This design comes from an exercise in tuning for small area, a short achievable clock period and few clock cycles on the open sky130 flow, not from production work. Function was checked by simulation only, so behaviour that the tests miss may differ from the original. Power figures rest on the tool's default switching activity, not on a simulated workload.

### design.v
module cntlz8(
  input wire [7:0] in,
  output reg [3:0] o
);
  always @(in) begin
    casez (in)
      8'b1???????: o = 0;
      8'b01??????: o = 1;
      8'b001?????: o = 2;
      8'b0001????: o = 3;
      8'b00001???: o = 4;
      8'b000001??: o = 5;
      8'b0000001?: o = 6;
      8'b00000001: o = 7;
      default: o = 8;
    endcase
  end
endmodule
module cntlz24(
  input [23:0] i,
  output [4:0] o
);
  wire [3:0] cnt1, cnt2, cnt3;
  cntlz8 u1 (i[7: 0],cnt1);
  cntlz8 u2 (i[15: 8],cnt2);
  cntlz8 u3 (i[23:16],cnt3);
  assign o =
    !cnt3[3] ? {1'b0, cnt3} :
    !cnt2[3] ? {1'b0, cnt2} + 4'b1000 :
      {1'b0, cnt1} + 5'b10000;
endmodule
module PE5B (
    input wire [31:0] in,
    output reg [4:0] out
);
    always @(*) begin
        casex (in)
            32'bxxxxxxxxxxxxxxxxxxxxxxxxxxxxxxx1: out = 5'd0;
            32'bxxxxxxxxxxxxxxxxxxxxxxxxxxxxxx10: out = 5'd1;
            32'bxxxxxxxxxxxxxxxxxxxxxxxxxxxxx100: out = 5'd2;
            32'bxxxxxxxxxxxxxxxxxxxxxxxxxxxx1000: out = 5'd3;
            32'bxxxxxxxxxxxxxxxxxxxxxxxxxxx10000: out = 5'd4;
            32'bxxxxxxxxxxxxxxxxxxxxxxxxxx100000: out = 5'd5;
            32'bxxxxxxxxxxxxxxxxxxxxxxxxx1000000: out = 5'd6;
            32'bxxxxxxxxxxxxxxxxxxxxxxxx10000000: out = 5'd7;
            32'bxxxxxxxxxxxxxxxxxxxxxxx100000000: out = 5'd8;
            32'bxxxxxxxxxxxxxxxxxxxxxx1000000000: out = 5'd9;
            32'bxxxxxxxxxxxxxxxxxxxxx10000000000: out = 5'd10;
            32'bxxxxxxxxxxxxxxxxxxxx100000000000: out = 5'd11;
            32'bxxxxxxxxxxxxxxxxxxx1000000000000: out = 5'd12;
            32'bxxxxxxxxxxxxxxxxxx10000000000000: out = 5'd13;
            32'bxxxxxxxxxxxxxxxxx100000000000000: out = 5'd14;
            32'bxxxxxxxxxxxxxxxx1000000000000000: out = 5'd15;
            32'bxxxxxxxxxxxxxxx10000000000000000: out = 5'd16;
            32'bxxxxxxxxxxxxxx100000000000000000: out = 5'd17;
            32'bxxxxxxxxxxxxx1000000000000000000: out = 5'd18;
            32'bxxxxxxxxxxxx10000000000000000000: out = 5'd19;
            32'bxxxxxxxxxxx100000000000000000000: out = 5'd20;
            32'bxxxxxxxxxx1000000000000000000000: out = 5'd21;
            32'bxxxxxxxxx10000000000000000000000: out = 5'd22;
            32'bxxxxxxxx100000000000000000000000: out = 5'd23;
            32'bxxxxxxx1000000000000000000000000: out = 5'd24;
            32'bxxxxxx10000000000000000000000000: out = 5'd25;
            32'bxxxxx100000000000000000000000000: out = 5'd26;
            32'bxxxx1000000000000000000000000000: out = 5'd27;
            32'bxxx10000000000000000000000000000: out = 5'd28;
            32'bxx100000000000000000000000000000: out = 5'd29;
            32'bx1000000000000000000000000000000: out = 5'd30;
            32'b10000000000000000000000000000000: out = 5'd31;
            default: out = 5'b00000;
        endcase
    end
endmodule
`timescale 1ns / 100ps
module dual_port_ram #(
  parameter DATA_WIDTH = 32,                                  
  parameter ADDR_LINES = 4,                                  
  parameter RAM_DEPTH = 1 << ADDR_LINES                      
) (
  input wire [ADDR_LINES-1:0] addra,          
  input wire [ADDR_LINES-1:0] addrb,          
  input wire [DATA_WIDTH-1:0] dina,            
  input wire clk_i,                           
  input wire wea,                             
  input wire ena,                             
  input wire enb,                             
  input wire rstnb,                           
  input wire regceb,                          
  output wire [DATA_WIDTH-1:0] doutb           
);
  reg [DATA_WIDTH-1:0] BRAM [RAM_DEPTH-1:0];
  reg [DATA_WIDTH-1:0] ram_data_b;
  always @(posedge clk_i)
    if (ena)
      if (wea) BRAM[addra] <= dina;
  always @(posedge clk_i)
    if (enb)
      ram_data_b <= BRAM[addrb];
  generate
    reg [DATA_WIDTH-1:0] doutb_reg;
    always @(posedge clk_i) begin
        if (~rstnb)
            doutb_reg <= {DATA_WIDTH{1'b0}};
        else if (regceb)
            doutb_reg <= ram_data_b;
    end
    assign doutb = doutb_reg;
  endgenerate
endmodule
`timescale 1ns / 100ps
module rom_block #(
    parameter DATA_WIDTH = 32,
    parameter ADDR_LINES = 5,
    parameter INIT_FILE = "taylor_coeffs.mem"
) (
    input wire clk_i,
    input wire [ADDR_LINES-1:0] addr,      
    input wire rd_en_i,                      
    output reg [DATA_WIDTH-1:0] data_o      
);
    reg [DATA_WIDTH-1:0] ROM [(1 << ADDR_LINES)-1:0];
    always @(posedge clk_i) begin
        if (rd_en_i)
            data_o <= ROM[addr];
    end
    initial begin
        $readmemb("taylor_coeffs.mem", ROM);
    end
endmodule
`timescale 1ns / 100ps
module CoeffROM #(
    parameter DATA_WIDTH = 32,
    parameter ADDR_LINES = 5,
    parameter INIT_FILE = "taylor_coeffs.mem"
) (
    input wire clk_i,
    input wire rd_en_i,
    input wire [ADDR_LINES-1:0] coeff_addr_i,
    output wire [DATA_WIDTH-1:0] data_o
);
    rom_block #(
        .DATA_WIDTH(DATA_WIDTH),
        .ADDR_LINES(ADDR_LINES),
        .INIT_FILE(INIT_FILE)
    ) ROM (
        .clk_i(clk_i),
        .addr(coeff_addr_i),
        .rd_en_i(rd_en_i),
        .data_o(data_o)
    );
endmodule
`timescale 1ns / 100ps
module InputFIFO #(
    parameter DATA_WIDTH = 32,
    parameter ADDR_LINES = 5
) (
    input wire clk_i,
    input wire rstn_i,
    input wire wr_en_i,    
    input wire rd_en_i,    
    input wire [DATA_WIDTH-1:0] data_i,
    output wire full_o, empty_o, idle_o,
    output wire [DATA_WIDTH-1:0] data_o
);
    reg [(1 << ADDR_LINES)-1:0] status;
    wire [ADDR_LINES - 1:0] wr_ptr, rd_ptr;
     PE5B cntr_write (       
         .in(~status),
         .out(wr_ptr)
     );
     PE5B cntr_read (        
         .in(status),
         .out(rd_ptr)
     );
    always @ (posedge clk_i or negedge rstn_i) begin
        if (~rstn_i)
            status <= 'b0;
        else begin
            if (wr_en_i) begin
                if(~status[wr_ptr])
                    status[wr_ptr] <= ~status[wr_ptr];
            end
            else if (rd_en_i) begin
                if (status[rd_ptr])
                    status[rd_ptr] <= ~status[rd_ptr];
            end
        end
    end
    assign full_o = status[(1 << ADDR_LINES)-1];
    assign empty_o = (status == 'b0);
    assign idle_o = ~(wr_en_i | rd_en_i);
    dual_port_ram #(
        .DATA_WIDTH(DATA_WIDTH),     
        .ADDR_LINES(ADDR_LINES)      
    ) FIFO (
        .addra(wr_ptr),              
        .addrb(rd_ptr),              
        .dina(data_i),               
        .clk_i(clk_i),               
        .wea(wr_en_i),                 
        .ena(~full_o),               
        .enb(status[rd_ptr]),        
        .rstnb(rstn_i),              
        .regceb(rd_en_i),              
        .doutb(data_o)               
    );
endmodule
`timescale 1ns / 1ps
module R4Booth #(
  parameter N = 24
)(
  input clk_i, input rstn_i,
  input [N-1:0] multiplicand,
  input [N-1:0] multiplier,
  output reg [(2*N)-1:0] product
);
  reg [2*N-1:0] partial_product[0:N/2];
  reg [2*N-1:0] partial_product_hold[0:N/2];
  reg [2:0] mul_mod[0:N/2];
  wire [(N % 2 == 0) ? (N+2): (N+1) : 0] _multiplier_; 
  wire [N:0] _multiplicand;
  reg [2*N-1:0] val[0:N/4-1];
  reg [2*N-1:0] val_next[0:N/4-1];
  reg [N-1:0] multiplicand_hold;
  reg [N-1:0] multiplier_hold;
  reg [2*N-1:0] partial_product_last;
  reg  [(2*N)-1:0] accum;
  integer i;
  always @(posedge clk_i or negedge rstn_i) begin
    if (~rstn_i) begin
      multiplicand_hold <= 'b0;
      multiplier_hold <= 'b0;
    end else begin
      multiplicand_hold <= multiplicand;
      multiplier_hold <= multiplier;
    end
  end
  assign _multiplier_ = (N % 2 == 0) ? {1'b0, 1'b0, multiplier_hold, 1'b0} : {1'b0, multiplier_hold, 1'b0};
  assign _multiplicand = {1'b0, multiplicand_hold};
  always @(*) begin
    for (i = 0; i < N/2+1; i=i+1)
        mul_mod[i] = _multiplier_[2*i +: 3];
    for (i = 0; i < N/2+1; i = i + 1) begin
      case(mul_mod[i])
        3'b000: partial_product[i] = 'b0;
        3'b001: partial_product[i] = _multiplicand;
        3'b010: partial_product[i] = _multiplicand;
        3'b011: partial_product[i] = _multiplicand << 1;
        3'b100: partial_product[i] = ~(_multiplicand << 1) + 1'b1;
        3'b101: partial_product[i] = ~_multiplicand + 1'b1;
        3'b110: partial_product[i] = ~_multiplicand + 1'b1;
        3'b111: partial_product[i] = 'b0;
      endcase
    end
  end
  always @(posedge clk_i or negedge rstn_i) begin
    if (~rstn_i)
      for (i = 0; i < N/2 + 1; i = i + 1)
        partial_product_hold[i] <= 'b0;
    else
      for (i = 0; i < N/2 + 1; i = i + 1)
        partial_product_hold[i] <= partial_product[i];
  end
  always @(*) begin
    for (i = 0; i < N/4; i = i + 1) 
      val[i] = partial_product_hold[2*i] + (partial_product_hold[2*i+1] << 2);
  end
  always @(posedge clk_i or negedge rstn_i) begin
    if (~rstn_i)
      for (i = 0; i < N/4; i = i + 1)
        val_next[i] <= 'b0;
    else
      for (i = 0; i < N/4; i = i + 1)
        val_next[i] <= val[i];
  end
  always @(posedge clk_i or negedge rstn_i) begin
    if (~rstn_i) 
      partial_product_last <= 'b0;
    else 
      partial_product_last <= (N % 2 == 0) ? (partial_product_hold[N/2] << N) : (partial_product_hold[N/2] << (N-1));
  end
  always @(*) begin
    accum = partial_product_last;
    for (i = 0; i < N/4; i = i + 1) 
      accum = accum + (val_next[i] << (4 * i));
  end
  always @(posedge clk_i or negedge rstn_i) begin
    if (~rstn_i) 
      product <= 'b0;
    else 
      product <= accum;
  end
endmodule
`timescale 1ns / 1ps
module karatsuba #(
    parameter WIDTH = 24
) (
    input logic clk_i,
    input logic rstn_i,
    input logic [WIDTH-1:0] multiplicand,
    input logic [WIDTH-1:0] multiplier,
    output logic [(2*WIDTH)-1:0] product
);
    localparam HALF_WIDTH = WIDTH / 2;
    localparam MID_WIDTH = HALF_WIDTH + 1;
    logic [HALF_WIDTH-1:0] A_high, A_low, B_high, B_low;
    always_ff @(posedge clk_i or negedge rstn_i) begin
        if (!rstn_i) begin
            A_high <= 0;
            A_low  <= 0;
            B_high <= 0;
            B_low  <= 0;
        end else begin
            A_high <= multiplicand[WIDTH-1:HALF_WIDTH];
            A_low  <= multiplicand[HALF_WIDTH-1:0];
            B_high <= multiplier[WIDTH-1:HALF_WIDTH];
            B_low  <= multiplier[HALF_WIDTH-1:0];
        end
    end
    logic [WIDTH-1:0] P_low_raw, P_high_raw;
    logic [WIDTH+1:0] P_middle;
    R4Booth #(HALF_WIDTH) booth_mult1 (
        .clk_i(clk_i),
        .rstn_i(rstn_i),
        .multiplicand(A_low),
        .multiplier(B_low),
        .product(P_low_raw)
    );
    R4Booth #(HALF_WIDTH) booth_mult2 (
        .clk_i(clk_i),
        .rstn_i(rstn_i),
        .multiplicand(A_high),
        .multiplier(B_high),
        .product(P_high_raw)
    );
    logic [MID_WIDTH-1:0] temp1, temp2;
    always_ff @(posedge clk_i or negedge rstn_i) begin
        if (!rstn_i) begin
            temp1 <= 0;
            temp2 <= 0;
        end else begin
            temp1 <= A_high + A_low;
            temp2 <= B_high + B_low;
        end
    end
    R4Booth #(MID_WIDTH) booth_mult3 (
        .clk_i(clk_i),
        .rstn_i(rstn_i),
        .multiplicand(temp1),
        .multiplier(temp2),
        .product(P_middle)
    );
    logic [WIDTH-1:0] P_high, P_low;
    always_ff @(posedge clk_i or negedge rstn_i) begin
        if (!rstn_i) begin
            P_high <= 0;
            P_low  <= 0;
        end else begin
            P_high <= P_high_raw;
            P_low  <= P_low_raw;
        end
    end
    logic [WIDTH+1:0] temp3_stage1, P_low2;
    always_ff @(posedge clk_i or negedge rstn_i) begin
        if (!rstn_i) begin
            temp3_stage1 <= 0;
            P_low2 <= 'b0;
        end else begin
            temp3_stage1 <= P_middle - P_high;
            P_low2 <= P_low;
        end
    end
    logic [WIDTH:0] temp3;
    always_ff @(posedge clk_i or negedge rstn_i) begin
        if (!rstn_i) begin
            temp3 <= 0;
        end else begin
            temp3 <= temp3_stage1 - P_low2;
        end
    end
    logic [(2*WIDTH)-1:0] P_high_shifted, P_high_shifted1, P_high_shifted2;
    always_ff @(posedge clk_i or negedge rstn_i) begin
        if (!rstn_i) begin
            P_high_shifted <= 0;
            P_high_shifted1 <= 0;
            P_high_shifted2 <= 0;
        end else begin
            P_high_shifted <= P_high << WIDTH;
            P_high_shifted1 <= P_high_shifted;
            P_high_shifted2 <= P_high_shifted1;
        end
    end
    logic [(2*WIDTH)-1:0] temp3_shifted;
    always_ff @(posedge clk_i or negedge rstn_i) begin
        if (!rstn_i) begin
            temp3_shifted <= 0;
        end else begin
            temp3_shifted <= temp3 << HALF_WIDTH;
        end
    end
    logic [(2*WIDTH)-1:0] partial_product;
    always_ff @(posedge clk_i or negedge rstn_i) begin
        if (!rstn_i) begin
            partial_product <= 0;
        end else begin
            partial_product <= P_high_shifted2 + temp3_shifted;
        end
    end
    logic [(2*WIDTH)-1:0] P_low_extended, P_low_extended1, P_low_extended2;
    always_ff @(posedge clk_i or negedge rstn_i) begin
        if (!rstn_i) begin
            P_low_extended <= 0;
            P_low_extended1 <= 0;
            P_low_extended2 <= 0;
        end else begin
            P_low_extended <= P_low2;
            P_low_extended1 <= P_low_extended;
            P_low_extended2 <= P_low_extended1;
        end
    end
    always_ff @(posedge clk_i or negedge rstn_i) begin
        if (!rstn_i) begin
            product <= 0;
        end else begin
            product <= partial_product + P_low_extended2;
        end
    end
endmodule
`timescale 1ns / 100ps
module multiply_32 (
    input wire clk_i,
    input wire rstn_i,
    input wire valid_i,         
    input wire [31:0] A,
    input wire [31:0] B,
    output wire [31:0] Result,
    output wire done_o          
);
    reg [23:0] A_Mantissa, B_Mantissa;
    reg [7:0] A_Exponent, B_Exponent;
    reg sign, sign_A, sign_B;
    reg [7:0] Temp_Exponent;
    wire [47:0] Temp_Mantissa;
    reg [22:0] intermediateMan, ManChoice1, ManChoice2;
    reg [7:0] intermediateExp, ExpChoice1, ExpChoice2;
    reg intermediateSign, signChoice, choice;
    localparam bias = 7'b1111111;  
    localparam shiftStages = 5;
    reg valid_stage [0:shiftStages+3];
    always @(posedge clk_i or negedge rstn_i) begin
        if (~rstn_i) begin
            valid_stage[0] <= 1'b0;
        end else begin
            valid_stage[0] <= valid_i;
        end
    end
    always @(posedge clk_i) begin
        if (valid_i) begin
            if ((~|A[30:0]) | (~|B[30:0])) begin
                sign_A <= 'b0;
                sign_B <= 'b0;
                A_Mantissa <= 'b0;
                A_Exponent <= 'b0;
                B_Mantissa <= 'b0;
                B_Exponent <= 'b0;
            end else begin
                sign_A <= A[31];
                sign_B <= B[31];
                A_Mantissa <= {1'b1, A[22:0]};
                A_Exponent <= A[30:23] - bias;
                B_Mantissa <= {1'b1, B[22:0]};
                B_Exponent <= B[30:23];
            end
        end
    end
    karatsuba #(24) karatsuba (
        .clk_i(clk_i),
        .rstn_i(rstn_i),
        .multiplicand(A_Mantissa),
        .multiplier(B_Mantissa),
        .product(Temp_Mantissa)
    );
    reg capture_valid;
    always @(posedge clk_i or negedge rstn_i) begin
        if (~rstn_i) begin
            capture_valid <= 1'b0;
        end else begin
            capture_valid <= valid_stage[0];
        end
    end
    reg [7:0] A_Exponent_reg, B_Exponent_reg;
    always @(posedge clk_i) begin
        if (valid_stage[0]) begin
            sign <= sign_A ^ sign_B;
            A_Exponent_reg <= A_Exponent;
            B_Exponent_reg <= B_Exponent;
        end
    end
    reg lowest_valid, second_valid, third_valid, final_valid;
    always @(posedge clk_i or negedge rstn_i) begin
        if (~rstn_i) begin
            lowest_valid <= 1'b0;
            second_valid <= 1'b0;
            third_valid <= 1'b0;
            final_valid <= 1'b0;
        end else begin
            lowest_valid <= capture_valid;
            second_valid <= lowest_valid;
            third_valid <= second_valid;
            final_valid <= third_valid;
        end
    end
    reg [2:0] lowest_sum, second_sum, third_sum;
    reg [4:0] final_sum;
    always @(posedge clk_i) begin
        if (capture_valid) begin
            lowest_sum <= A_Exponent_reg[1:0] + B_Exponent_reg[1:0];
        end
    end
    always @(posedge clk_i) begin
        if (lowest_valid) begin
            second_sum <= A_Exponent_reg[3:2] + B_Exponent_reg[3:2] + lowest_sum[2];
        end
    end
    always @(posedge clk_i) begin
        if (second_valid) begin
            third_sum <= A_Exponent_reg[5:4] + B_Exponent_reg[5:4] + second_sum[2];
        end
    end
    always @(posedge clk_i) begin
        if (third_valid) begin
            final_sum <= A_Exponent_reg[7:6] + B_Exponent_reg[7:6] + third_sum[2];
        end
    end
    always @(posedge clk_i or negedge rstn_i) begin
        if (~rstn_i) begin
            valid_stage[1] <= 1'b0;
        end else begin
            valid_stage[1] <= final_valid;
        end
    end
    always @(posedge clk_i) begin
        if (final_valid) begin
            Temp_Exponent <= {final_sum[3:0], third_sum[1:0], second_sum[1:0], lowest_sum[1:0]};
        end
    end
    always @(posedge clk_i or negedge rstn_i) begin
        if (~rstn_i) begin
            for (int i = 1; i <= shiftStages; i = i + 1) begin
                valid_stage[i + 1] <= 1'b0;
            end
        end else begin
            for (int i = 1; i <= shiftStages; i = i + 1) begin
                valid_stage[i + 1] <= valid_stage[i];
            end
        end
    end
    reg pipe_sign [1:shiftStages];
    reg [7:0] pipe_Exponent [1:shiftStages];
    always @(posedge clk_i) begin
        for (int i = 1; i <= shiftStages; i = i + 1) begin
            if (valid_stage[i]) begin
                pipe_sign[i] <= (i == 1) ? sign : pipe_sign[i - 1];
                pipe_Exponent[i] <= (i == 1) ? Temp_Exponent : pipe_Exponent[i - 1];
            end
        end
    end
    always @(posedge clk_i or negedge rstn_i) begin
        if (~rstn_i) begin
            valid_stage[7] <= 1'b0;
            valid_stage[8] <= 1'b0;
        end else begin
            valid_stage[7] <= valid_stage[6];
            valid_stage[8] <= valid_stage[7];
        end
    end
    always @(posedge clk_i) begin
        if (valid_stage[6]) begin
            choice <= Temp_Mantissa[47];
            signChoice <= pipe_sign[shiftStages];
            ExpChoice1 <= pipe_Exponent[shiftStages] + 1'b1;
            ExpChoice2 <= pipe_Exponent[shiftStages];
            ManChoice1 <= Temp_Mantissa[46:24];
            ManChoice2 <= Temp_Mantissa[45:23];
        end
    end
    always @(posedge clk_i) begin
        if (valid_stage[7]) begin
            intermediateSign <= signChoice;
            intermediateExp <= choice ? ExpChoice1 : ExpChoice2;
            intermediateMan <= choice ? ManChoice1 : ManChoice2;
        end
    end
    assign Result[31] = intermediateSign;
    assign Result[30:23] = intermediateExp;
    assign Result[22:0] = intermediateMan;
    assign done_o = valid_stage[8];
endmodule
`timescale 1ns / 100ps
module Adder_32 (
     input wire clk_i,
     input wire rstn_i,
     input wire valid_i,
     input wire [31:0] A,
     input wire [31:0] B,
     output wire [31:0] Result,
     output wire done_o
);
    wire [4:0] zerocount;
    reg Sign;
    reg [7:0] Exponent;
    reg [22:0] Mantissa;
    wire comp, magcheck, zero;
    reg carry, check, check_delayed, check_delayed_delayed;
    reg [7:0] BigExp, BigExp_delayed, BigExp_delayed_delayed, BigExp_delayed_delayed_delayed;
    reg [7:0] SmallExp, DifferenceExp;
    reg [23:0] BigMan, BigMan_delayed, BigMan_delayed_delayed, SmallMan;
    reg [23:0] SmallMan_delayed, Temp_SmallMan, TempMan;
    reg valid_stage1, valid_stage2, valid_stage3, valid_stage4, valid_stage5, valid_stage6;
    reg A_sign, B_sign;
    reg sign, sign_delayed, sign_delayed_delayed, sign_delayed_delayed_delayed;
    reg [7:0] A_Exp, B_Exp;
    reg [22:0] A_Man, B_Man;
    always @(posedge clk_i or negedge rstn_i) begin
        if (~rstn_i) begin
            valid_stage1 <= 1'b0;
        end else begin
            valid_stage1 <= valid_i;
        end
    end
    always @(posedge clk_i) begin
        if (valid_i) begin
            A_sign <= A[31];
            B_sign <= B[31];
            A_Exp <= A[30:23];
            B_Exp <= B[30:23];
            A_Man <= A[22:0];
            B_Man <= B[22:0];
        end
    end
    assign comp = (A_Exp > B_Exp) ? 1'b1 : 1'b0;
    assign magcheck = (A_Exp ^ B_Exp) ? 1'b0 : ((A_Man > B_Man) ? 1'b1 : 1'b0);
    assign zero = (~|{A_Exp, A_Man} && ~|{B_Exp, B_Man});
    always @(posedge clk_i or negedge rstn_i) begin
        if (~rstn_i) begin
            valid_stage2 <= 1'b0;
        end else begin
            valid_stage2 <= valid_stage1;
        end
    end
    always @(posedge clk_i) begin
        if (valid_stage1) begin
            check <= A_sign ^ B_sign;
            sign <= (comp | magcheck) ? A_sign : (zero ? 1'b0 : B_sign);
            if (zero) begin
                BigExp <= 8'b0;
                SmallExp <= 8'b0;
                BigMan <= 24'b0;
                SmallMan <= 24'b0;
            end else begin
                BigExp <= comp ? A_Exp : B_Exp;
                SmallExp <= comp ? B_Exp : A_Exp;
                BigMan <= {1'b1, (comp | magcheck) ? A_Man : B_Man};
                SmallMan <= {1'b1, (comp | magcheck) ? B_Man : A_Man};
            end
        end
    end
    always @(posedge clk_i or negedge rstn_i) begin
        if (~rstn_i) begin
            valid_stage3 <= 1'b0;
        end else begin
            valid_stage3 <= valid_stage2;
        end
    end
    always @(posedge clk_i) begin
        if (valid_stage2) begin
            DifferenceExp <= BigExp - SmallExp;
            sign_delayed <= sign;
            SmallMan_delayed <= SmallMan;
            BigExp_delayed <= BigExp;
            BigMan_delayed <= BigMan;
            check_delayed <= check;
        end
    end
    always @(posedge clk_i or negedge rstn_i) begin
        if (~rstn_i) begin
            valid_stage4 <= 1'b0;
        end else begin
            valid_stage4 <= valid_stage3;
        end
    end
    always @(posedge clk_i) begin
        if (valid_stage3) begin
            Temp_SmallMan <= SmallMan_delayed >> DifferenceExp;
            sign_delayed_delayed <= sign_delayed;
            BigExp_delayed_delayed <= BigExp_delayed;
            BigMan_delayed_delayed <= BigMan_delayed;
            check_delayed_delayed <= check_delayed;
        end
    end
    always @(posedge clk_i or negedge rstn_i) begin
        if (~rstn_i) begin
            valid_stage5 <= 1'b0;
        end else begin
            valid_stage5 <= valid_stage4;
        end
    end
    always @(posedge clk_i) begin
        if (valid_stage4) begin
            {carry, TempMan} <= check_delayed_delayed ?
                (BigMan_delayed_delayed - Temp_SmallMan) :
                (BigMan_delayed_delayed + Temp_SmallMan);
            sign_delayed_delayed_delayed <= sign_delayed_delayed;
            BigExp_delayed_delayed_delayed <= BigExp_delayed_delayed;
        end
    end
    cntlz24 stage_31 (       
        .i(TempMan),
        .o(zerocount)
    );
    always @(posedge clk_i or negedge rstn_i) begin
        if (~rstn_i) begin
            valid_stage6 <= 1'b0;
            Sign <= 1'b0;         
            Exponent <= 8'b0;     
            Mantissa <= 23'b0;    
        end else begin
            valid_stage6 <= valid_stage5;
            if (valid_stage5) begin
                if (carry) begin
                    Mantissa <= TempMan[23:1];
                    Exponent <= BigExp_delayed_delayed_delayed + 1;
                end
                else if (|TempMan[22:0]) begin
                    Mantissa <= TempMan[22:0] << zerocount;
                    Exponent <= BigExp_delayed_delayed_delayed - {3'b0, zerocount};
                end else begin
                    Mantissa <= TempMan[22:0];
                    Exponent <= BigExp_delayed_delayed_delayed;
                end
                Sign <= sign_delayed_delayed_delayed;
            end
        end
    end
    assign Result = {Sign, Exponent, Mantissa};
    assign done_o = valid_stage6;
endmodule
`timescale 1ns / 100ps
module datapath #(parameter DATA_WIDTH = 32)
    (
        input wire clk_i,
        input wire rstn_i,
        input wire [DATA_WIDTH - 1:0] signal_i,
        input wire [DATA_WIDTH - 1:0] coeff_i,
        input wire load_result_i,
        input wire add_valid_i,
        input wire mul_valid_i,
        output wire add_done_o,
        output wire mul_done_o,
        output reg [DATA_WIDTH - 1:0] result_o
    );
    reg [DATA_WIDTH - 1:0] mul_in1, mul_in2, add_in1, add_in2;
    wire [DATA_WIDTH - 1:0] adder_result, mul_result;
    always @(posedge clk_i) begin
        add_in1 <= coeff_i;
        add_in2 <= mul_result;
        mul_in1 <= signal_i;
        mul_in2 <= adder_result;
        result_o <= load_result_i ? adder_result : result_o;
    end
    Adder_32 ADD (
        .clk_i(clk_i),
        .rstn_i(rstn_i),
        .valid_i(add_valid_i),
        .A(add_in1),
        .B(add_in2),
        .Result(adder_result),
        .done_o(add_done_o)
    );
    multiply_32 MUL (
        .clk_i(clk_i),
        .rstn_i(rstn_i),
        .valid_i(mul_valid_i),
        .A(mul_in1),
        .B(mul_in2),
        .Result(mul_result),
        .done_o(mul_done_o)
    );
endmodule
`timescale 1ns / 100ps
module controller #(
    parameter int ADDR_LINES = 5
) (
    input  logic                    clk_i,
    input  logic                    rstn_i,
    input  logic                    start_i,     
    input  logic                    empty_i,     
    input  logic [ADDR_LINES-1:0]   terms_i,     
    input  logic                    mul_done_i,
    input  logic                    add_done_i,
    output logic                    mul_valid_i,  
    output logic                    add_valid_i,  
    output logic                    dp_reset_o,   
    output logic                    rd_signal_o,    
    output logic                    rd_coeff_o,     
    output logic                    load_result_o,  
    output logic [ADDR_LINES-1:0]   coeff_addr_o,   
    output logic                    done_o          
);
    typedef enum logic [3:0] {
        IDLE,
        RESET_DATAPATH,
        LOAD_SIGNAL,
        LOAD_COEFF,
        MULTIPLY,
        WAIT_MUL,
        ADD,
        WAIT_ADD,
        CHECK_TERMS,
        STORE_RESULT
    } state_t;
    logic reload_o;
    state_t current_state, next_state;
    logic [ADDR_LINES-1:0] term_count;
    logic [ADDR_LINES-1:0] term_count_next;
    logic done_comb;
    logic [4:0] done_shift_reg;
    always_ff @(posedge clk_i or negedge rstn_i) begin
        if (!rstn_i) begin
            current_state <= IDLE;
            term_count <= '0;
            done_shift_reg <= 5'b0;
        end else begin
            current_state <= next_state;
            term_count <= term_count_next;
            done_shift_reg <= {done_shift_reg[3:0], done_comb};
        end
    end
    assign done_o = done_shift_reg[4];
    always_comb begin
        if (!rstn_i || reload_o) begin
            coeff_addr_o = terms_i - 1;
        end else begin
            coeff_addr_o = terms_i - 1 - term_count;
        end
    end
    always_comb begin
        next_state = current_state;
        term_count_next = term_count;
        mul_valid_i = 1'b0;
        add_valid_i = 1'b0;
        rd_signal_o = 1'b0;
        rd_coeff_o = 1'b0;
        reload_o = 1'b0;
        load_result_o = 1'b0;
        dp_reset_o = 1'b0;
        done_comb = 1'b0;   
        case (current_state)
            IDLE: begin
                term_count_next = '0;
                reload_o = 1'b1;
                if (start_i) begin
                    next_state = RESET_DATAPATH;
                end
            end
            RESET_DATAPATH: begin
                dp_reset_o = 1'b1;   
                next_state = LOAD_SIGNAL;
            end
            LOAD_SIGNAL: begin
                rd_signal_o = 1'b1;
                next_state = LOAD_COEFF;
            end
            LOAD_COEFF: begin
                rd_coeff_o = 1'b1;
                next_state = MULTIPLY;
            end
            MULTIPLY: begin
                mul_valid_i = 1'b1;
                next_state = WAIT_MUL;
            end
            WAIT_MUL: begin
                if (mul_done_i) begin
                    next_state = ADD;
                end
            end
            ADD: begin
                add_valid_i = 1'b1;
                next_state = WAIT_ADD;
            end
            WAIT_ADD: begin
                if (add_done_i) begin
                    next_state = CHECK_TERMS;
                end
            end
            CHECK_TERMS: begin
                if (term_count < terms_i - 1) begin
                    term_count_next = term_count + 1'b1;
                    next_state = LOAD_COEFF;
                end else begin
                    next_state = STORE_RESULT;
                end
            end
            STORE_RESULT: begin
                load_result_o = 1'b1;
                if (start_i) begin
                    next_state = IDLE;
                end else if (!empty_i) begin
                    reload_o = 1'b1;
                    term_count_next = '0;
                    done_comb = 1'b1;
                    next_state = RESET_DATAPATH;
                end else begin
                    next_state = IDLE;
                    done_comb = 1'b1;   
                end
            end
            default: begin
                next_state = IDLE;
            end
        endcase
    end
endmodule
`timescale 1ns / 100ps
module mac #(
    parameter int DATA_WIDTH    = 32,
    parameter int ADDR_LINES    = 5
) (
    input  logic                        clk_i,      
    input  logic                        rstn_i,    
    input  logic [DATA_WIDTH-1:0]       signal_i,   
    input  logic                        wr_en_i,    
    input  logic                        last_i,     
    input  logic [ADDR_LINES-1:0]       terms_i,    
    output logic                        full_o,     
    output logic                        empty_o,    
    output logic                        idle_o,     
    output logic [DATA_WIDTH-1:0]       result_o,   
    output logic done_o
);
    logic [DATA_WIDTH-1:0] signal_data, coeff_data;
    logic rd_en_signal, rd_en_coeff, load_result, dp_reset_o;
    logic add_valid, mul_valid, add_done, mul_done;
    logic [ADDR_LINES-1:0] coeff_addr;
    logic datapath_reset_n;
    assign datapath_reset_n = rstn_i & ~dp_reset_o;
    InputFIFO #(
        .DATA_WIDTH  (DATA_WIDTH),
        .ADDR_LINES  (ADDR_LINES)
    ) signal_fifo_inst (
        .clk_i      (clk_i),
        .rstn_i     (rstn_i),
        .full_o     (full_o),
        .empty_o    (empty_o),
        .idle_o     (idle_o),
        .wr_en_i    (wr_en_i),
        .rd_en_i    (rd_en_signal),
        .data_i     (signal_i),
        .data_o     (signal_data)
    );
    CoeffROM #(
        .DATA_WIDTH  (DATA_WIDTH),
        .ADDR_LINES  (ADDR_LINES),
        .INIT_FILE   ("taylor_coeffs.mem")
    ) coeff_rom_inst (
        .clk_i          (clk_i),
        .rd_en_i        (rd_en_coeff),
        .coeff_addr_i   (coeff_addr),
        .data_o         (coeff_data)
    );
    datapath #(
        .DATA_WIDTH  (DATA_WIDTH)
    ) datapath_inst (
        .clk_i          (clk_i),
        .rstn_i         (datapath_reset_n),   
        .signal_i       (signal_data),
        .coeff_i        (coeff_data),
        .load_result_i  (load_result),
        .add_valid_i    (add_valid),
        .mul_valid_i    (mul_valid),
        .add_done_o     (add_done),
        .mul_done_o     (mul_done),
        .result_o       (result_o)
    );
    controller #(
        .ADDR_LINES  (ADDR_LINES)
    ) controller_inst (
        .clk_i          (clk_i),
        .rstn_i         (rstn_i),
        .start_i        (last_i),
        .empty_i        (empty_o),
        .terms_i        (terms_i+1'd1),
        .mul_valid_i    (mul_valid),
        .mul_done_i     (mul_done),
        .add_valid_i    (add_valid),
        .add_done_i     (add_done),
        .rd_signal_o    (rd_en_signal),
        .rd_coeff_o     (rd_en_coeff),
        .load_result_o  (load_result),
        .coeff_addr_o   (coeff_addr),
        .dp_reset_o     (dp_reset_o),
        .done_o         (done_o)
    );
endmodule
### taylor_coeffs.mem
00111111100000000000000000000000
00111111100000000000000000000000
00111111000000000000000000000000
00111110001010101010101010101011
00111101001010101010101010101011
00111100000010001000100010001001
00111010101101100000101101100001
00111001010100000000110100000001
00110111110100000000110100000001
00110110001110001110111100011101
00110100100100111111001001111101
00110010110101110011001000101011
00110001000011110111011011000111
00101111001100001001001000110001
00101101010010011100101110100101
00101011010101110011111110011111
00101001010101110011111110011111
00100111010010101001011000111011
00100101001101000001001111000011
00100011000101111010010011011011
00100000111100101010000101011101
00011110101110001101110001110111
00011100100001100111000111001011
00011010001110110000110110100001
00010111111110010110011110000001
00010101100111111001111001100111
00010011010001000111010000101111
00010000111010001101010110001111
00001110100001010000110001010001
00001100000100101100111111001101
00001001100111001001100101100011
### run.sh
#!/bin/bash
# synth_recipe.tcl (not shown) runs the flow's synth.tcl, then flattens the netlist and writes it again
# the make line also repeats each setting of config.mk as NAME=value (left out here)
make -C /OpenROAD-flow-scripts/flow DESIGN_CONFIG=/design/flow/config.mk WORK_HOME=/design/flow/orfs CLKGATE_MAP_FILE= SYNTH_SCRIPT=/design/flow/synth_recipe.tcl finish
### config.mk
export PLATFORM = sky130hd
export DESIGN_NAME = mac
export DESIGN_NICKNAME = mac
export VERILOG_FILES = /design/flow/design.v
export SDC_FILE = /design/flow/constraint.sdc
export NUM_CORES = 4
export LEC_CHECK = 0
export CAP_MARGIN = 20
export CORE_MARGIN = 2
export CORE_UTILIZATION = 40
export SLEW_MARGIN = 20
### constraint.sdc
create_clock -name core_clock -period 6.0 [get_ports {clk_i}]
set_input_delay 1.2000 -clock core_clock [delete_from_list [all_inputs] [get_ports {clk_i}]]
set_output_delay 1.2000 -clock core_clock [all_outputs]
set_load 0.01 [all_outputs]
==> results by group <==
Run status
  • Status: timing/DRC/antenna clean

Synth
  • Async SR Flop Fraction: 0.408
  • Post-Synth XOR/XNOR Area: 0.0302
  • Compound-cell area share of the yosys netlist: 0.108
  • Synth Warn #: 25
  • Post-Synth Adder-Cell Area: 0.0589
  • Seq/Total Area, Yosys: 0.632
  • Simple-gate share of the synthesized area: 0.120
  • Leading post-synthesis cells by cell area: edfxtp_1 37%, dfrtp_1 23%, ha_1 4.2%
  • Synthesized area: approximately 130000 µm²
  • Mean area per synthesized cell: 12.1 µm²
  • Yosys top cell area share: 0.373
  • Post-synth EDFFs: 1622
  • Main synth FF type: edfxtp_1
  • Yosys reg bits: ~3.0k
  • Mux cell area share after synthesis: 0.0244
  • Yosys cell types: 98
  • Cell count after synthesis: approximately 11k
  • Synthesized Nets: roughly 11k
  • Synth area leader: edfxtp_1
  • Largest family of logic cells by synthesized area: simple AND/OR/NAND/NOR gates

CTS
  • Hold_buf cts: 0
  • H-tree depth: 5
  • CTS tree: built
  • Skew-Pair Late Insertion Delay: just over 900 ps
  • CTS root buf: clkbuf_16
  • Clock transition at path regs: roughly 60 ps
  • Post_cts resized: 0
  • CTS sink count: 3006
  • Post-CTS Setup Inserts: 0
  • Cts bufs inserted: 323
  • Largest buffer count on any clock path: 4

Route
  • DRT Pass-1 Iters: 6
  • DRC Markers: 0
  • DRT iter0 DRCs: between 8k and 9k
  • Post-route ant nets: 0
  • Final wirelength: approximately 360000 µm
  • Routed vias: ~86k
  • Wire per inst: approximately 24 µm
  • DR vias/cell: 5.59

Setup path
  • Setup crit end kind: flop
  • Crit start category: flop
  • Crit Path Category: reg -> reg
  • Max incr delay on CP: a little under 800 ps
  • Worst-path cell chain: nor4_1, nand2_1, nor3b_1, o21ai_0, a21oi_1, or2_4, inv_8, buf_4, buf_4, a311oi_1, a31oi_1, o2111ai_1
  • Maximum fanout along the worst path: 75
  • CP Data Arrival Time: between 5000 and 6000 ps
  • Most frequent CP cell: buf_4
  • Req. time, crit path: approximately 6700 ps
  • Crit-path slowest cell: nor4_1

Layout
  • Nets@finish: 11.4k
  • Storage cell area: between 80000 and 90000 µm²
  • # fillers: 28.9k
  • Share of layout cells above drive strength 1: 0.0884
  • Regs by FF count: signal_fifo_inst.FIFO.BRAM: 1024 flops, datapath_inst.MUL.karatsuba.booth_mult3.partial_product_hold: 129 flops
  • Layout area overhead: 13.0%
  • Max reg flops: 1024
  • Multi-input gate area: about 45000 µm²
  • Layout Cells excl Fill: about 15k
  • Most flops, register: signal_fifo_inst.FIFO.BRAM
  • Post-Route Utilization: 0.455
  • Final Cell Area: 148000 µm²

Timing
  • Worst Skew: roughly 76 ps
  • Tcrit/Tclk final: 0.845
  • Slew @ Worst Pin: 1230 ps
  • Endpoints failing setup: 0
  • Max Fclk: 0.197 GHz
  • Setup WS post-layout: 932 ps
  • Post-layout min period: approximately 5100 ps
  • Slew headroom: 0.176
  • Setup TNS: 0 ps
  • RSZ-0062 raised after global routing: false
  • Max-slew violation count: 0
  • Final Hold Violating Endpoints: 0

Floorplan
  • Initial core utilization: 0.402
  • Core footprint: around 320000 µm²
  • Site Rows: between 200 and 250
  • Die height: ~580 µm
  • Die W: between 500 and 600 µm
  • Total die area: between 300000 and 400000 µm²
  • Total I/O pin count: just under 80

Place
  • Gp weighted congestion: approximately 0.9
  • DP Worst Slack: around 860 ps
  • Post-DP HPWL: ~240000 µm
  • Placed inst area: about 140000 µm²
  • Input/output buffers: between 70 and 80
  • Total placed cells including tap cells: roughly 15k

Job
  • Max-Cap Viols: 0

Power
  • Leakage power: about 57 nW
  • Pwr/cell area: roughly 640 nW/µm²
  • Peak supply drop: around 560 µV

Global route
  • GR Overflow Total: 0
  • First-pass GRT wire length: 545000 µm
  • Vias in the first global route: 84.9k
  • Largest net degree at the start of global routing: between 150 and 200
  • Initial antenna violation count: 19
  • GRT Total Usage: 0.216

Min path
  • Hold Crit Class: reg -> reg
cells by family (layout without fill, tap and decap cells):
family	after synthesis	after routing
xor gates and xnor gates	450	450
buffers and inverters	883	1198
muxes	295	295
and+or+nand+nor	3401	3401
DFF	3006	3006
other	1	9
AOI/OAI and AO/OA	2179	2179
adders and majority gates	551	551
report_power, final:
group	internal (mW)	total (mW)	switching (mW)
combinational	15.6	40.7	25.0
sequential	28.6	32.9	4.36
clock	11.8	20.1	8.28
through the flow:
| step | power (mW) | hold WS [ps] |
|---|---|---|
| CTS | 94.2 | 295 |
| finish | 93.8 | 296 |
| detailed placement | 73.7 | 328 |
| global route | 99.6 | 295 |
| floorplan | 60.3 | 323 |
| global placement | 73.0 | 328 |
routing by layer:
layer,wire [µm],vias up,track usage
li1,-,39100,-
met3,21900,735,0.0262
met4,13600,8,0.0795
met5,50,-,0
met1,153000,43200,0.289
met2,175000,3112,0.360
final timing paths:
check	start	endpoint	slack (ps)	cells after the start
worst max-delay path	signal_fifo_inst.status[5]$_DFFE_PN0P_	signal_fifo_inst.FIFO.ram_data_b[24]$_DFFE_PP_	930	12
worst min-delay path	datapath_inst.MUL.karatsuba.booth_mult2.product[0]$_DFF_PN0_	datapath_inst.MUL.karatsuba.P_high[0]$_DFF_PN0_	300	0
worst max register to register	signal_fifo_inst.status[5]$_DFFE_PN0P_	signal_fifo_inst.FIFO.ram_data_b[24]$_DFFE_PP_	930	12
worst min register to register	datapath_inst.MUL.karatsuba.booth_mult2.product[0]$_DFF_PN0_	datapath_inst.MUL.karatsuba.P_high[0]$_DFF_PN0_	300	0
max in group asynchronous	controller_inst.current_state[1]$_DFFE_PN0P_	asynchronous set/reset pin	3670	4
min in group asynchronous	rstn_i	controller_inst.current_state[0]$_DFFE_PN0P_	540	2
critical path: cells and delay by family (launching register included):
kind	cells	cell delay [ps]
and+or+nand+nor	4	2010
buffers and inverters	3	1270
AOI/OAI and AO/OA	5	1030
DFF	1	460
final cells by class:
cell class | instances | area share
diodes | 8 | 0.000136
multi-input cells | 6877 | 0.305
clock inverters | 148 | 0.0106
inverters | 325 | 0.00837
flip-flops and latches | 3006 | 0.559
well taps | 4325 | 0.0367
clock buffers | 443 | 0.0622
repair buffers | 282 | 0.0177
synth_stat cells, drive strengths merged, types with 37 or more instances:
library cell	instances
edfxtp	1622
nand2	1393
dfrtp	1226
nor2	617
a21oi	609
o21ai	470
nand3	458
ha	442
clkbuf	427
xnor2	365
inv	320
mux2i	180
and2	177
dfxtp	158
and3	157
nor3	147
buf	131
o22ai	131
mux2	110
fa	107
nor2b	106
a311oi	102
nand2b	91
a211oi	88
a31oi	86
xor2	85
a21o	84
a21boi	70
nor4	66
a22oi	55
or2	52
o221ai	48
o211ai	46
a221oi	42
nand4	41
or3	39
a22o	37
placed cells by master (no fill, tap or decap), types with 47 or more instances in the layout:
cell / count
clkdlybuf4s50_1: 58
nor2b_1: 106
edfxtp_1: 1622
a22oi_1: 54
a21o_1: 84
mux2i_1: 177
a21boi_0: 68
clkbuf_1: 71
a211oi_1: 87
nor2_1: 578
a31oi_1: 86
inv_1: 314
a21oi_1: 609
nand2_1: 1393
and2_1: 173
xnor2_1: 363
o221ai_1: 47
o22ai_1: 131
ha_1: 442
nand2b_1: 90
mux2_2: 108
and3_1: 157
fa_1: 107
o21ai_0: 464
nor3_1: 136
buf_4: 177
xor2_1: 84
clkbuf_16: 337
dfxtp_1: 158
a311oi_1: 101
clkinv_2: 51
dfrtp_1: 1221
nor4_1: 64
nand3_1: 457
Testbench counts, summed over its fixed seeds: cycles 296,700.

[static timing again, ports no longer ideal]
The flow's constraints put no driver on any port. The routed layout listed below was extracted and timed again, unchanged, in two steps. Step 1 sets driving cells, clkbuf_16 on the clock port and buf_2 on the other inputs (assumed; they add their load-dependent delay and slew). Step 2 times the ports against the registers' clock, not the clock port: input delays grow and output delays shrink by t, the midpoint of the rising clock arrivals with the driver on. Slacks: no drivers / after step 1 / after step 2; pairs: no drivers / after step 1.
t, ns: 0.983
setup slack, ns: 0.932 / 0.932 / 0.781
worst setup path at the end: input to register
latest minus earliest clock arrival (ns): 0.082 / 0.082
slew at the worst register clock pin (ns): 0.07 / 0.07
After both steps this run still meets setup and hold. The setup slack of this run moves by 0.000 ns with the drivers and by -0.151 ns with both steps.
